Context: an optimization exercise on an open-source flow, tuned for small area, a short achievable clock period and few clock cycles. The choices shown serve that exercise and are no tape-out recipe. In this exercise RTL edits were held to simulation tests only and were not proved equivalent to the original.

## run A
## spatial_encoder_ping_pong
module spatial_encoder_ping_pong
(
	input Clk_CI, Reset_RI,
	input ValidIn_SI, ReadyIn_SI,
	output ReadyOut_SO, ValidOut_SO,
	input [2-1:0] ModeIn_SI,
	input [5-1:0] LabelIn_DI,
	input [6*64-1:0] ChannelsIn_DI,
	output [2-1:0] ModeOut_SO,
	output [5-1:0] LabelOut_DO,
	output [0:1000-1] HypervectorOut_DO
);
export LEC_CHECK = 0
export CAP_MARGIN = 20
export CELL_PAD_IN_SITES_DETAIL_PLACEMENT = 1
export CORE_MARGIN = 2
export CORE_UTILIZATION = 30
export PLACE_DENSITY = 0.45
export SETUP_SLACK_MARGIN = 4.5
export SLEW_MARGIN = 20
export SYNTH_HIERARCHICAL = 1
create_clock -name core_clock -period 10.0 [get_ports {Clk_CI}]
standard.sh (not shown) runs the stock make flow with config.mk's settings and CLKGATE_MAP_FILE= SYNTH_SCRIPT=/design/flow/synth_recipe.tcl, a recipe that flattens the netlist after the stock synthesis.
==> flow/flow/run.sh <==
#!/bin/bash
# Own flow: the standard layout (standard.sh) with one change in the global
# routing step: ORFS's antenna repair there (jumpers, then diodes) is replaced
# by a diode-only repair with a 40% ratio margin (flow/grt_diodes.tcl, run as
# the step's POST_GLOBAL_ROUTE_TCL hook, which also rewrites the route guides).
# The post-route antenna repair is unchanged.
# make's and the tools' full output goes to standard.log; ORFS also keeps each
# step's log under orfs/logs/.
set -euo pipefail
export POST_GLOBAL_ROUTE_TCL="$PWD/flow/grt_diodes.tcl"
bash standard.sh SKIP_ANTENNA_REPAIR=1 POST_GLOBAL_ROUTE_TCL="$PWD/flow/grt_diodes.tcl" finish > standard.log 2>&1
==> flow/flow/grt_diodes.tcl <==
puts "Repair antennas (diodes only, 40% margin)..."
repair_antennas -diode_only -ratio_margin 40 -iterations 5
check_placement -verbose
write_guides $::env(RESULTS_DIR)/route.guide
Layout checks on run A: not met. Flow itself completed; violations: max-capacitance violations, max-slew violations.
Testbench counts of run A, summed over its fixed seeds: cycles 2,912.
The following lists how run B was set up differently from run A:
Settings: CAP_MARGIN now 30, was 20; SLEW_MARGIN now 30, was 20.
==> flow/flow/run.sh <==
#!/bin/bash
# Own flow: the standard layout (standard.sh) with two changes:
#  - in the global routing step, ORFS's antenna repair (jumpers, then diodes)
#    is replaced by a diode-only repair with a 25% ratio margin, followed by a
#    slew/capacitance repair (flow/grt_diodes.tcl, the step's
#    POST_GLOBAL_ROUTE_TCL hook, which also rewrites the route guides);
#  - after ORFS's post-route antenna repair, up to three more repair rounds run
#    if violations remain (flow/drt_antennas.tcl, POST_DETAIL_ROUTE_TCL).
# make's and the tools' full output goes to standard.log; ORFS also keeps each
# step's log under orfs/logs/.
set -euo pipefail
export POST_GLOBAL_ROUTE_TCL="$PWD/flow/grt_diodes.tcl"
export POST_DETAIL_ROUTE_TCL="$PWD/flow/drt_antennas.tcl"
bash standard.sh SKIP_ANTENNA_REPAIR=1 POST_GLOBAL_ROUTE_TCL="$PWD/flow/grt_diodes.tcl" POST_DETAIL_ROUTE_TCL="$PWD/flow/drt_antennas.tcl" finish > standard.log 2>&1
==> flow/flow/drt_antennas.tcl (new file) <==
# Sourced by ORFS's detail_route.tcl as POST_DETAIL_ROUTE_TCL (run.sh sets it),
# after ORFS's own post-route antenna repair. If antenna violations remain,
# up to three more rounds of diode repair (20% ratio margin) and detailed
# routing, with the step's own detailed_route arguments.
set hdc_rounds 0
while { [check_antennas] && $hdc_rounds < 3 } {
  puts "Extra antenna repair round [expr {$hdc_rounds + 1}]..."
  repair_antennas -ratio_margin 20
  detailed_route {*}$::all_args
  incr hdc_rounds
}
==> flow/flow/grt_diodes.tcl <==
puts "Repair antennas (diodes only, 25% margin)..."
repair_antennas -diode_only -ratio_margin 25 -iterations 5
estimate_parasitics -global_routing
repair_design_helper
global_route -start_incremental
detailed_placement
global_route -end_incremental
check_placement -verbose
estimate_parasitics -global_routing
report_check_types -max_slew -max_capacitance -violators
write_guides $::env(RESULTS_DIR)/route.guide
Results
- Run B: it failed during global routing, and the tool reported EST-0104.
- The mapped cell area of run B and that of run A are within noise of each other.
- In the tables for run B and run A, setup slack after placement reads lower with run B.
- Any difference in synthesized cell count between run A and run B is small enough to ignore.
- Placed standard-cell area essentially unchanged between run B and run A.
- Detailed-placement wirelength estimate, run B and run A: smaller value in run A
- Compared run B against run A; number of placed I/O pins within noise.
- Lower number of buffers inserted during clock tree synthesis among run B and run A: run A
The following lists how run C was set up differently from run B:
==> flow/flow/grt_diodes.tcl <==
puts "Repair antennas (diodes only, 25% margin)..."
repair_antennas -diode_only -ratio_margin 25 -iterations 5
# (parasitics from placement here: the global-route estimate is not usable
# right after the antenna repair)
estimate_parasitics -placement
repair_design_helper
global_route -start_incremental
detailed_placement
global_route -end_incremental
check_placement -verbose
estimate_parasitics -global_routing
report_check_types -max_slew -max_capacitance -violators
write_guides $::env(RESULTS_DIR)/route.guide
## What came out
Run C did not run to completion, as it errored out during detailed routing.
Delta (run C minus run B): number of synthesized flops with an enable pin now sits at about the same level, number of standard-cell rows in the floorplan was more or less identical, netlist area before placement about even, post-synthesis async set-or-reset flop share saw little to no change.
Diff run C..run B | synthesized-area fraction occupied by adder cells | unchanged

## re-timing with driven ports
The flow's constraints put no driver on any port. The routed layout listed below was extracted and timed again, unchanged, in two steps.
Step 1 (the two cells are an assumption about what drives the block):
set clk [get_ports {Clk_CI}]
set_driving_cell -lib_cell sky130_fd_sc_hd__clkbuf_16 $clk
set_driving_cell -lib_cell sky130_fd_sc_hd__buf_2 [delete_from_list [all_inputs] $clk]
Step 2 adds t to the input delays and takes it off the output delays; t is the mean of the earliest and latest rising clock arrival at the registers after step 1. Input paths then give back, and output paths get back, about the clock's delay inside the block.
a / b / c = no drivers / after step 1 / after step 2; a / b = the first two.
run: run A
t (ns): 1.530
setup WS [ns]: 4.246 / 4.246 / 4.246
pins driven straight from the clock port: 1
The setup slack of run A moves by 0.000 ns with the drivers and by 0.000 ns with both steps.
